Context: an optimization exercise on an open-source flow, tuned for small area. The choices shown serve that exercise and are no tape-out recipe. Function was checked by simulation only, so behaviour that the tests miss may differ from the original. The clock port is modelled as an ideal driver, which makes a skipped or thinned clock tree look cheaper than it is; a real chip needs a root buffer or a tree. No activity file was given, so power comes from the tool's default toggle rates.

==> run G: inputs <==
==> flow/design.v <==
parameter ADD     = 4'b0000;
parameter SUB     = 4'b0001;
parameter AND     = 4'b0010;
parameter OR      = 4'b0011;
parameter XOR     = 4'b0100;
parameter NOT     = 4'b0101;
parameter MOV     = 4'b0110;
parameter NOP     = 4'b0111;
parameter LOAD    = 4'b1000;
parameter STORE   = 4'b1001;
parameter LOAD_IM = 4'b1010;
parameter BRN_Z   = 4'b1011;
parameter BRN_N   = 4'b1100;
parameter BRN_O   = 4'b1101;
parameter BRN     = 4'b1110;
module microprocessor #(parameter N = 8, ROM_addressBits = 6, RF_addressBits = 3) (
  input  logic                           clk             ,
  input  logic                           rst_n           ,
  input  logic [ 3+2*(RF_addressBits):0] ROM_data        ,
  input  logic [                  N-1:0] SRAM_data       ,
  output logic                           overflowPC      ,
  output logic                           ROM_readEnable  ,
  output logic                           SRAM_readEnable ,
  output logic                           SRAM_writeEnable,
  output logic [    ROM_addressBits-1:0] ROM_address     ,
  output logic [(2**RF_addressBits)-1:0] SRAM_address    ,
  output logic [                  N-1:0] SRAM_data_in
);
parameter ADD     = 4'b0000;
parameter SUB     = 4'b0001;
parameter AND     = 4'b0010;
parameter OR      = 4'b0011;
parameter XOR     = 4'b0100;
parameter NOT     = 4'b0101;
parameter MOV     = 4'b0110;
parameter NOP     = 4'b0111;
parameter LOAD    = 4'b1000;
parameter STORE   = 4'b1001;
parameter LOAD_IM = 4'b1010;
parameter BRN_Z   = 4'b1011;
parameter BRN_N   = 4'b1100;
parameter BRN_O   = 4'b1101;
parameter BRN     = 4'b1110;
  localparam logic [1:0] S_INIT = 2'd0, S_RUN = 2'd1, S_LD2 = 2'd2, S_HALT = 2'd3;
  logic [1:0] state;
  logic [2:0] ph;
  wire st_init = (state == S_INIT);
  wire st_run  = (state == S_RUN);
  wire st_ld2  = (state == S_LD2);
  wire ph0 = (ph == 3'd0);
  wire ph7 = (ph == 3'd7);
  wire [3:0] op = ROM_data[9:6];
  wire [2:0] fa = ROM_data[5:3];
  wire [2:0] fb = ROM_data[2:0];
  wire is_alu    = (op[3] == 1'b0) && (op != NOP);
  wire is_addsub = (op[3:1] == 3'b000);
  wire is_sub    = (op == SUB);
  wire is_not    = (op == NOT);
  wire is_load   = (op == LOAD);
  wire is_store  = (op == STORE);
  wire is_ldi    = (op == LOAD_IM);
  wire is_undef  = (op == 4'hF);
  wire is_branch = (op == BRN_Z) || (op == BRN_N) || (op == BRN_O) || (op == BRN);
  logic [7:0] pc;
  wire ov = pc[7];
  always_ff @(posedge clk or negedge rst_n) begin
    if (!rst_n) begin
      state <= S_INIT;
      ph    <= 3'd0;
    end else begin
      ph <= ph + 3'd1;
      if (ph7) begin
        case (state)
          S_INIT: state <= S_RUN;
          S_RUN:  state <= is_load ? S_LD2 : (ov ? S_HALT : S_RUN);
          S_LD2:  state <= ov ? S_HALT : S_RUN;
          default: state <= S_HALT;
        endcase
      end
    end
  end
  assign overflowPC     = (state == S_HALT);
  assign ROM_readEnable = ph7 && !(st_run && is_load);
  assign ROM_address    = pc[6:1];
  logic flag_o, flag_n, flag_z;
  logic [7:0] R [0:7];
  wire [2:0] sel_a = is_not ? 3'd1 : fa;
  wire port_a = R[sel_a][0];
  wire port_b = R[fb][0];
  logic alu_c;
  wire bb   = port_b ^ is_sub;
  wire cin  = ph0 ? is_sub : alu_c;
  wire sum  = port_a ^ bb ^ cin;
  wire cout = (port_a & bb) | (port_a & cin) | (bb & cin);
  logic alu_r;
  always_comb begin
    case (op[2:0])
      3'b000, 3'b001: alu_r = sum;
      3'b010:         alu_r = port_a & port_b;
      3'b011:         alu_r = port_a | port_b;
      3'b110:         alu_r = port_b;
      default:        alu_r = port_a ^ port_b;
    endcase
  end
  always_ff @(posedge clk) begin
    alu_c <= cout;
    if (st_init || (st_run && is_branch && ph7)) begin
      flag_o <= 1'b0;
      flag_n <= 1'b0;
      flag_z <= 1'b0;
    end else if (st_run && is_alu) begin
      flag_o <= is_addsub & (cin ^ cout);
      flag_n <= alu_r;
      flag_z <= ~alu_r & (flag_z | ph0);
    end
  end
  logic [7:1] addr, dreg;
  wire addr_in = is_load ? port_b : port_a;
  assign SRAM_address     = {addr_in, addr[7:1]};
  assign SRAM_data_in     = {port_b, dreg[7:1]};
  assign SRAM_readEnable  = st_run && is_load && ph7;
  assign SRAM_writeEnable = st_run && is_store && ph7;
  always_ff @(posedge clk) begin
    addr <= {addr_in, addr[7:2]};
    dreg <= {(port_b & is_store), dreg[7:2]} | SRAM_data[7:1];
  end
  logic imm;
  always_comb begin
    case (ph)
      3'd0:    imm = fb[0];
      3'd1:    imm = fb[1];
      default: imm = fb[2];
    endcase
  end
  wire wr_run = st_run && (is_alu || is_ldi);
  wire wbit   = st_ld2 ? (SRAM_data[0] | dreg[1]) : (is_ldi ? imm : alu_r);
  always_ff @(posedge clk) begin
    for (int i = 0; i < 8; i++) begin
      if (st_init)
        R[i] <= {(i == 1), R[i][7:1]};
      else if ((wr_run || st_ld2) && fa == i)
        R[i] <= {wbit, R[i][7:1]};
      else
        R[i] <= {R[i][0], R[i][7:1]};
    end
  end
  logic pc_c;
  logic cond;
  always_comb begin
    case (op)
      BRN_Z:   cond = flag_z;
      BRN_N:   cond = flag_n;
      BRN_O:   cond = flag_o;
      default: cond = 1'b1;
    endcase
  end
  wire taken  = st_run && is_branch && cond;
  wire pc_sub = ROM_data[5];
  logic mag;
  always_comb begin
    case (ph)
      3'd0: mag = ROM_data[0];
      3'd1: mag = ROM_data[1];
      3'd2: mag = ROM_data[2];
      3'd3: mag = ROM_data[3];
      3'd4: mag = ROM_data[4];
      default: mag = 1'b0;
    endcase
  end
  wire px   = taken & (pc_sub ^ mag);
  wire pcin = ph0 ? (st_run & (taken ? pc_sub : ~is_undef)) : pc_c;
  wire psum = pc[0] ^ px ^ pcin;
  always_ff @(posedge clk) begin
    pc_c <= (pc[0] & px) | (pc[0] & pcin) | (px & pcin);
    pc   <= {psum & ~st_init, pc[7:1]};
  end
endmodule
==> flow/run.sh <==
#!/bin/bash
# synth_recipe.tcl (not shown) runs the flow's synth.tcl, then flattens the netlist and writes it again
# the make line also repeats each setting of config.mk as NAME=value (left out here)
make -C /OpenROAD-flow-scripts/flow DESIGN_CONFIG=/design/flow/config.mk WORK_HOME=/design/flow/orfs CLKGATE_MAP_FILE= SYNTH_SCRIPT=/design/flow/synth_recipe.tcl finish
==> flow/config.mk <==
export PLATFORM = sky130hd
export DESIGN_NAME = microprocessor
export DESIGN_NICKNAME = microprocessor
export VERILOG_FILES = /design/flow/design.v
export SDC_FILE = /design/flow/constraint.sdc
export NUM_CORES = 4
export LEC_CHECK = 0
export CAP_MARGIN = 20
export CORE_MARGIN = 2
export CORE_UTILIZATION = 40
export SLEW_MARGIN = 20
==> flow/constraint.sdc <==
create_clock -name core_clock -period 10.0 [get_ports {clk}]
set_input_delay 2.0000 -clock core_clock [delete_from_list [all_inputs] [get_ports {clk}]]
set_output_delay 2.0000 -clock core_clock [all_outputs]
set_load 0.01 [all_outputs]
==> inputs of run Y, as changes to run G <==
--- a/flow/design.v
+++ b/flow/design.v
@@ -26,21 +26,6 @@
   output logic [(2**RF_addressBits)-1:0] SRAM_address    ,
   output logic [                  N-1:0] SRAM_data_in
 );
-parameter ADD     = 4'b0000;
-parameter SUB     = 4'b0001;
-parameter AND     = 4'b0010;
-parameter OR      = 4'b0011;
-parameter XOR     = 4'b0100;
-parameter NOT     = 4'b0101;
-parameter MOV     = 4'b0110;
-parameter NOP     = 4'b0111;
-parameter LOAD    = 4'b1000;
-parameter STORE   = 4'b1001;
-parameter LOAD_IM = 4'b1010;
-parameter BRN_Z   = 4'b1011;
-parameter BRN_N   = 4'b1100;
-parameter BRN_O   = 4'b1101;
-parameter BRN     = 4'b1110;
   localparam logic [1:0] S_INIT = 2'd0, S_RUN = 2'd1, S_LD2 = 2'd2, S_HALT = 2'd3;
   logic [1:0] state;
   logic [2:0] ph;
@@ -52,15 +37,15 @@
   wire [3:0] op = ROM_data[9:6];
   wire [2:0] fa = ROM_data[5:3];
   wire [2:0] fb = ROM_data[2:0];
-  wire is_alu    = (op[3] == 1'b0) && (op != NOP);
-  wire is_addsub = (op[3:1] == 3'b000);
-  wire is_sub    = (op == SUB);
-  wire is_not    = (op == NOT);
-  wire is_load   = (op == LOAD);
-  wire is_store  = (op == STORE);
-  wire is_ldi    = (op == LOAD_IM);
-  wire is_undef  = (op == 4'hF);
-  wire is_branch = (op == BRN_Z) || (op == BRN_N) || (op == BRN_O) || (op == BRN);
+  wire is_alu    = !op[3] && !(op[2] && op[1] && op[0]);
+  wire is_sub    = (op[2:0] == 3'b001);         
+  wire is_addsub = (op[2:1] == 2'b00);          
+  wire is_not    = (op[2:0] == 3'b101);         
+  wire is_load   = (op == 4'b1000);
+  wire is_store  = (op == 4'b1001);
+  wire is_ldi    = (op == 4'b1010);
+  wire is_undef  = (op == 4'b1111);
+  wire is_branch = op[3] && (op[2] ? !(op[1] && op[0]) : (op[1] && op[0]));
   logic [7:0] pc;
   wire ov = pc[7];
   always_ff @(posedge clk or negedge rst_n) begin
@@ -82,7 +67,6 @@
   assign overflowPC     = (state == S_HALT);
   assign ROM_readEnable = ph7 && !(st_run && is_load);
   assign ROM_address    = pc[6:1];
-  logic flag_o, flag_n, flag_z;
   logic [7:0] R [0:7];
   wire [2:0] sel_a = is_not ? 3'd1 : fa;
   wire port_a = R[sel_a][0];
@@ -102,13 +86,16 @@
       default:        alu_r = port_a ^ port_b;
     endcase
   end
+  logic flag_o, flag_n, flag_z;
+  wire flag_clr = ph7 && (st_init || (st_run && is_branch));
+  wire flag_upd = st_run && is_alu;
   always_ff @(posedge clk) begin
     alu_c <= cout;
-    if (st_init || (st_run && is_branch && ph7)) begin
+    if (flag_clr) begin
       flag_o <= 1'b0;
       flag_n <= 1'b0;
       flag_z <= 1'b0;
-    end else if (st_run && is_alu) begin
+    end else if (flag_upd) begin
       flag_o <= is_addsub & (cin ^ cout);
       flag_n <= alu_r;
       flag_z <= ~alu_r & (flag_z | ph0);
@@ -124,22 +111,14 @@
     addr <= {addr_in, addr[7:2]};
     dreg <= {(port_b & is_store), dreg[7:2]} | SRAM_data[7:1];
   end
-  logic imm;
-  always_comb begin
-    case (ph)
-      3'd0:    imm = fb[0];
-      3'd1:    imm = fb[1];
-      default: imm = fb[2];
-    endcase
-  end
-  wire wr_run = st_run && (is_alu || is_ldi);
-  wire wbit   = st_ld2 ? (SRAM_data[0] | dreg[1]) : (is_ldi ? imm : alu_r);
+  wire imm   = ph[1] | ph[2] ? fb[2] : (ph[0] ? fb[1] : fb[0]);
+  wire ldbit = SRAM_data[0] | dreg[1];
+  wire wbit  = op[3] ? (st_ld2 ? ldbit : imm) : alu_r;
+  wire wen   = st_ld2 || (st_run && (is_alu || is_ldi));
   always_ff @(posedge clk) begin
     for (int i = 0; i < 8; i++) begin
-      if (st_init)
-        R[i] <= {(i == 1), R[i][7:1]};
-      else if ((wr_run || st_ld2) && fa == i)
-        R[i] <= {wbit, R[i][7:1]};
+      if (st_init || (wen && fa == i))
+        R[i] <= {(i == 1) ? (wbit | st_init) : (wbit & !st_init), R[i][7:1]};
       else
         R[i] <= {R[i][0], R[i][7:1]};
     end
@@ -147,31 +126,21 @@
   logic pc_c;
   logic cond;
   always_comb begin
-    case (op)
-      BRN_Z:   cond = flag_z;
-      BRN_N:   cond = flag_n;
-      BRN_O:   cond = flag_o;
-      default: cond = 1'b1;
+    case (op[2:0])
+      3'b011:  cond = flag_z;    
+      3'b100:  cond = flag_n;    
+      3'b101:  cond = flag_o;    
+      default: cond = 1'b1;      
     endcase
   end
   wire taken  = st_run && is_branch && cond;
   wire pc_sub = ROM_data[5];
-  logic mag;
-  always_comb begin
-    case (ph)
-      3'd0: mag = ROM_data[0];
-      3'd1: mag = ROM_data[1];
-      3'd2: mag = ROM_data[2];
-      3'd3: mag = ROM_data[3];
-      3'd4: mag = ROM_data[4];
-      default: mag = 1'b0;
-    endcase
-  end
-  wire px   = taken & (pc_sub ^ mag);
-  wire pcin = ph0 ? (st_run & (taken ? pc_sub : ~is_undef)) : pc_c;
-  wire psum = pc[0] ^ px ^ pcin;
+  wire mag    = ph[2] ? (!ph[1] && !ph[0] && ROM_data[4]) : ROM_data[ph[1:0]];
+  wire px     = taken & (pc_sub ^ mag);
+  wire pcin   = ph0 ? (st_run & (taken ? pc_sub : !is_undef)) : pc_c;
+  wire psum   = pc[0] ^ px ^ pcin;
   always_ff @(posedge clk) begin
     pc_c <= (pc[0] & px) | (pc[0] & pcin) | (px & pcin);
-    pc   <= {psum & ~st_init, pc[7:1]};
+    pc   <= {psum & !st_init, pc[7:1]};
   end
 endmodule
ABC_AREA = 1   (was default)
==> inputs of run F, as changes to run G <==
--- a/flow/design.v
+++ b/flow/design.v
@@ -26,21 +26,6 @@
   output logic [(2**RF_addressBits)-1:0] SRAM_address    ,
   output logic [                  N-1:0] SRAM_data_in
 );
-parameter ADD     = 4'b0000;
-parameter SUB     = 4'b0001;
-parameter AND     = 4'b0010;
-parameter OR      = 4'b0011;
-parameter XOR     = 4'b0100;
-parameter NOT     = 4'b0101;
-parameter MOV     = 4'b0110;
-parameter NOP     = 4'b0111;
-parameter LOAD    = 4'b1000;
-parameter STORE   = 4'b1001;
-parameter LOAD_IM = 4'b1010;
-parameter BRN_Z   = 4'b1011;
-parameter BRN_N   = 4'b1100;
-parameter BRN_O   = 4'b1101;
-parameter BRN     = 4'b1110;
   localparam logic [1:0] S_INIT = 2'd0, S_RUN = 2'd1, S_LD2 = 2'd2, S_HALT = 2'd3;
   logic [1:0] state;
   logic [2:0] ph;
@@ -52,15 +37,15 @@
   wire [3:0] op = ROM_data[9:6];
   wire [2:0] fa = ROM_data[5:3];
   wire [2:0] fb = ROM_data[2:0];
-  wire is_alu    = (op[3] == 1'b0) && (op != NOP);
-  wire is_addsub = (op[3:1] == 3'b000);
-  wire is_sub    = (op == SUB);
-  wire is_not    = (op == NOT);
-  wire is_load   = (op == LOAD);
-  wire is_store  = (op == STORE);
-  wire is_ldi    = (op == LOAD_IM);
-  wire is_undef  = (op == 4'hF);
-  wire is_branch = (op == BRN_Z) || (op == BRN_N) || (op == BRN_O) || (op == BRN);
+  wire is_alu    = !op[3] && !(op[2] && op[1] && op[0]);
+  wire is_sub    = (op[2:0] == 3'b001);         
+  wire is_addsub = (op[2:1] == 2'b00);          
+  wire is_not    = (op[2:0] == 3'b101);         
+  wire is_load   = (op == 4'b1000);
+  wire is_store  = (op == 4'b1001);
+  wire is_ldi    = (op == 4'b1010);
+  wire is_undef  = (op == 4'b1111);
+  wire is_branch = op[3] && (op[2] ? !(op[1] && op[0]) : (op[1] && op[0]));
   logic [7:0] pc;
   wire ov = pc[7];
   always_ff @(posedge clk or negedge rst_n) begin
@@ -82,7 +67,6 @@
   assign overflowPC     = (state == S_HALT);
   assign ROM_readEnable = ph7 && !(st_run && is_load);
   assign ROM_address    = pc[6:1];
-  logic flag_o, flag_n, flag_z;
   logic [7:0] R [0:7];
   wire [2:0] sel_a = is_not ? 3'd1 : fa;
   wire port_a = R[sel_a][0];
@@ -102,13 +86,16 @@
       default:        alu_r = port_a ^ port_b;
     endcase
   end
+  logic flag_o, flag_n, flag_z;
+  wire flag_clr = ph7 && (st_init || (st_run && is_branch));
+  wire flag_upd = st_run && is_alu;
   always_ff @(posedge clk) begin
     alu_c <= cout;
-    if (st_init || (st_run && is_branch && ph7)) begin
+    if (flag_clr) begin
       flag_o <= 1'b0;
       flag_n <= 1'b0;
       flag_z <= 1'b0;
-    end else if (st_run && is_alu) begin
+    end else if (flag_upd) begin
       flag_o <= is_addsub & (cin ^ cout);
       flag_n <= alu_r;
       flag_z <= ~alu_r & (flag_z | ph0);
@@ -124,22 +111,14 @@
     addr <= {addr_in, addr[7:2]};
     dreg <= {(port_b & is_store), dreg[7:2]} | SRAM_data[7:1];
   end
-  logic imm;
-  always_comb begin
-    case (ph)
-      3'd0:    imm = fb[0];
-      3'd1:    imm = fb[1];
-      default: imm = fb[2];
-    endcase
-  end
-  wire wr_run = st_run && (is_alu || is_ldi);
-  wire wbit   = st_ld2 ? (SRAM_data[0] | dreg[1]) : (is_ldi ? imm : alu_r);
+  wire imm   = ph[1] | ph[2] ? fb[2] : (ph[0] ? fb[1] : fb[0]);
+  wire ldbit = SRAM_data[0] | dreg[1];
+  wire wbit  = op[3] ? (st_ld2 ? ldbit : imm) : alu_r;
+  wire wen   = st_ld2 || (st_run && (is_alu || is_ldi));
   always_ff @(posedge clk) begin
     for (int i = 0; i < 8; i++) begin
-      if (st_init)
-        R[i] <= {(i == 1), R[i][7:1]};
-      else if ((wr_run || st_ld2) && fa == i)
-        R[i] <= {wbit, R[i][7:1]};
+      if (st_init || (wen && fa == i))
+        R[i] <= {(i == 1) ? (wbit | st_init) : (wbit & !st_init), R[i][7:1]};
       else
         R[i] <= {R[i][0], R[i][7:1]};
     end
@@ -147,31 +126,21 @@
   logic pc_c;
   logic cond;
   always_comb begin
-    case (op)
-      BRN_Z:   cond = flag_z;
-      BRN_N:   cond = flag_n;
-      BRN_O:   cond = flag_o;
-      default: cond = 1'b1;
+    case (op[2:0])
+      3'b011:  cond = flag_z;    
+      3'b100:  cond = flag_n;    
+      3'b101:  cond = flag_o;    
+      default: cond = 1'b1;      
     endcase
   end
   wire taken  = st_run && is_branch && cond;
   wire pc_sub = ROM_data[5];
-  logic mag;
-  always_comb begin
-    case (ph)
-      3'd0: mag = ROM_data[0];
-      3'd1: mag = ROM_data[1];
-      3'd2: mag = ROM_data[2];
-      3'd3: mag = ROM_data[3];
-      3'd4: mag = ROM_data[4];
-      default: mag = 1'b0;
-    endcase
-  end
-  wire px   = taken & (pc_sub ^ mag);
-  wire pcin = ph0 ? (st_run & (taken ? pc_sub : ~is_undef)) : pc_c;
-  wire psum = pc[0] ^ px ^ pcin;
+  wire mag    = ph[2] ? (!ph[1] && !ph[0] && ROM_data[4]) : ROM_data[ph[1:0]];
+  wire px     = taken & (pc_sub ^ mag);
+  wire pcin   = ph0 ? (st_run & (taken ? pc_sub : !is_undef)) : pc_c;
+  wire psum   = pc[0] ^ px ^ pcin;
   always_ff @(posedge clk) begin
     pc_c <= (pc[0] & px) | (pc[0] & pcin) | (px & pcin);
-    pc   <= {psum & ~st_init, pc[7:1]};
+    pc   <= {psum & !st_init, pc[7:1]};
   end
 endmodule
==> flow/flow/run.sh (new file) <==
#!/bin/bash
# Own layout flow: the standard flow (standard.sh) with three changes:
#  - synthesis is the standard flow's synthesis script, with ABC run with an area-oriented
#    script (flow/abc_area.script) instead of ORFS's;
#  - the port buffers are the smallest buffer cell (buf_1);
#  - the clock tree is made by hand (flow/cts_manual.tcl): four clock
#    buffers of the cell named in flow/cts_buf.txt, one per quarter of the
#    registers, driven by the clock port.
# Each tool's output goes to a log file in this folder (make's output to
# standard.log; ORFS keeps its per-step logs under orfs/logs/).
set -euo pipefail
W=$PWD
{
  echo "proc abc {args} { set i [lsearch \$args -script]; if {\$i >= 0} { lset args [expr {\$i+1}] $W/flow/abc_area.script }; yosys abc {*}\$args }"
  cat "$W/synth_recipe.tcl"
} > "$W/own_synth.tcl"
sed "s#SYNTH_SCRIPT=[^ ]*#SYNTH_SCRIPT=$W/own_synth.tcl#" "$W/standard.sh" > "$W/own_standard.sh"
grep -q "SYNTH_SCRIPT=$W/own_synth.tcl" "$W/own_standard.sh"
export BUFFER_PORTS_ARGS="-buffer_cell sky130_fd_sc_hd__buf_1"
export PRE_CTS_TCL="$W/flow/cts_manual.tcl"
export OWN_CTS_BUF="$(cat "$W/flow/cts_buf.txt")"
bash "$W/own_standard.sh" > "$W/standard.log" 2>&1
==> flow/flow/abc_area.script (new file) <==
strash
 &get -n
 &fraig -x
 &put
 scorr
 dc2
 dretime
 strash
 dc2
 strash
 &get -n
 &dch -f
 &nf -p
 &put
==> flow/flow/cts_buf.txt (new file) <==
sky130_fd_sc_hd__clkbuf_16
==> flow/flow/cts_manual.tcl (new file) <==
# Clock tree made by hand, run by ORFS's CTS step as its PRE_CTS_TCL hook. The
# design is small: the registers are split into four groups by position
# (halves by x, then each half by y), and each group's clock pins are driven
# by one clock buffer placed at the group's centre; the clock port drives the
# four buffers. TritonCTS is then skipped.
set cts_buf_cell $::env(OWN_CTS_BUF)
set block [ord::get_db_block]
set db [ord::get_db]
set clknet [$block findNet clk]
set master [$db findMaster $cts_buf_cell]
set sinks {}
foreach iterm [$clknet getITerms] {
  set box [[$iterm getInst] getBBox]
  lappend sinks [list $iterm [expr {([$box xMin] + [$box xMax]) / 2}] [expr {([$box yMin] + [$box yMax]) / 2}]]
}
proc halves {items idx} {
  set s [lsort -integer -index $idx $items]
  set h [expr {[llength $s] / 2}]
  return [list [lrange $s 0 [expr {$h - 1}]] [lrange $s $h end]]
}
set groups {}
foreach half [halves $sinks 1] {
  foreach q [halves $half 2] { lappend groups $q }
}
set k 0
foreach g $groups {
  set sx 0
  set sy 0
  foreach s $g {
    set sx [expr {$sx + [lindex $s 1]}]
    set sy [expr {$sy + [lindex $s 2]}]
  }
  set n [llength $g]
  set buf [odb::dbInst_create $block $master clkbuf_leaf_$k]
  set net [odb::dbNet_create $block clk_leaf_$k]
  $net setSigType CLOCK
  foreach s $g {
    set iterm [lindex $s 0]
    $iterm disconnect
    $iterm connect $net
  }
  [$buf findITerm A] connect $clknet
  [$buf findITerm X] connect $net
  $buf setLocation [expr {$sx / $n}] [expr {$sy / $n}]
  $buf setPlacementStatus PLACED
  puts "manual CTS: clkbuf_leaf_$k ($cts_buf_cell) drives $n clock pins"
  incr k
}
set_propagated_clock [all_clocks]
proc clock_tree_synthesis {args} { puts "clock_tree_synthesis skipped: clock tree made by hand" }
==> flow/standard.sh (new file) <==
#!/bin/bash
# synth_recipe.tcl (not shown) runs the flow's synth.tcl, then flattens the netlist and writes it again
# the make line also repeats each setting of config.mk as NAME=value (left out here)
make -C /OpenROAD-flow-scripts/flow DESIGN_CONFIG=/design/flow/config.mk WORK_HOME=/design/flow/orfs CLKGATE_MAP_FILE= SYNTH_SCRIPT=/design/flow/synth_recipe.tcl "${@:-finish}"
removed: flow/run.sh
==> summary.txt <==
Of run G and run F, run G has the higher final cell count (gap 20%, measured against run F). Between run G and run F, the lower die area is in run F (gap about 14%, measured against run F). Cell area: run F < run Y < run G. Against run Y, the total power of run G is lower by about 27%.
==> figures <==
Status: run G finished clean; run Y finished clean; run F finished clean
Clock buffer instance count of the final layout: run G 10; run Y 13; run F -
Adder and majority cell fraction of the synthesized area: run G 4.22%; run Y 3.69%; run F 3.99%
Met2 layer wire length in the routed design: run G 2540 um; run Y 2560 um; run F 2120 um
DP Wirelength: run G 4180 um; run Y 4290 um; run F 3390 um
Met2 Track Usage GR: run G 21.2%; run Y 23.5%; run F 20.5%
Signed area change from the synthesized netlist to the final layout: run G 17.8%; run Y 22.4%; run F 11.4%
Power consumed by the clock network: run G 0.000228 W; run Y 0.000226 W; run F 0.000161 W
Post-route met1 wirelength: run G 3000 um; run Y 2610 um; run F 2320 um
Area share of and/or/nand/nor cells after synthesis: run G 14.1%; run Y 19.8%; run F 9.58%
In run F the design's own scripts or RTL, not TritonCTS, make the clock network.

-- re-timing with driven ports --
The flow's constraints put no driver on any port. The routed layouts listed below were extracted and timed again, unchanged, in two steps. Step 1: set_driving_cell puts a clkbuf_16 on clk and a buf_2 on each other input, an assumption about the parent block. Step 2, shift: input delay + t, output delay - t, t = (earliest + latest rising clock arrival at the registers) / 2. This alone moves slack from input paths to output paths. a / b / c = ideal / step 1 / step 2; a / b = the first two.
run | t, ns | setup WS [ns] | hold slack, ns | worst slew at a driven data input, ns
run G | 0.380 | 3.435 / 3.401 / 3.401 | 0.326 / 0.326 / 0.326 | 0.04
run Y | 0.375 | 3.991 / 3.959 / 3.959 | 0.326 / 0.326 / 0.326 | 0.04
run F | 0.224 | 4.328 / 4.287 / 4.287 | 0.325 / 0.325 / 0.325 | 0.04
After both steps every run listed still meets setup and hold. For run F, which loses most, drivers alone change the setup slack by -0.041 ns; drivers and shift together by -0.041 ns.
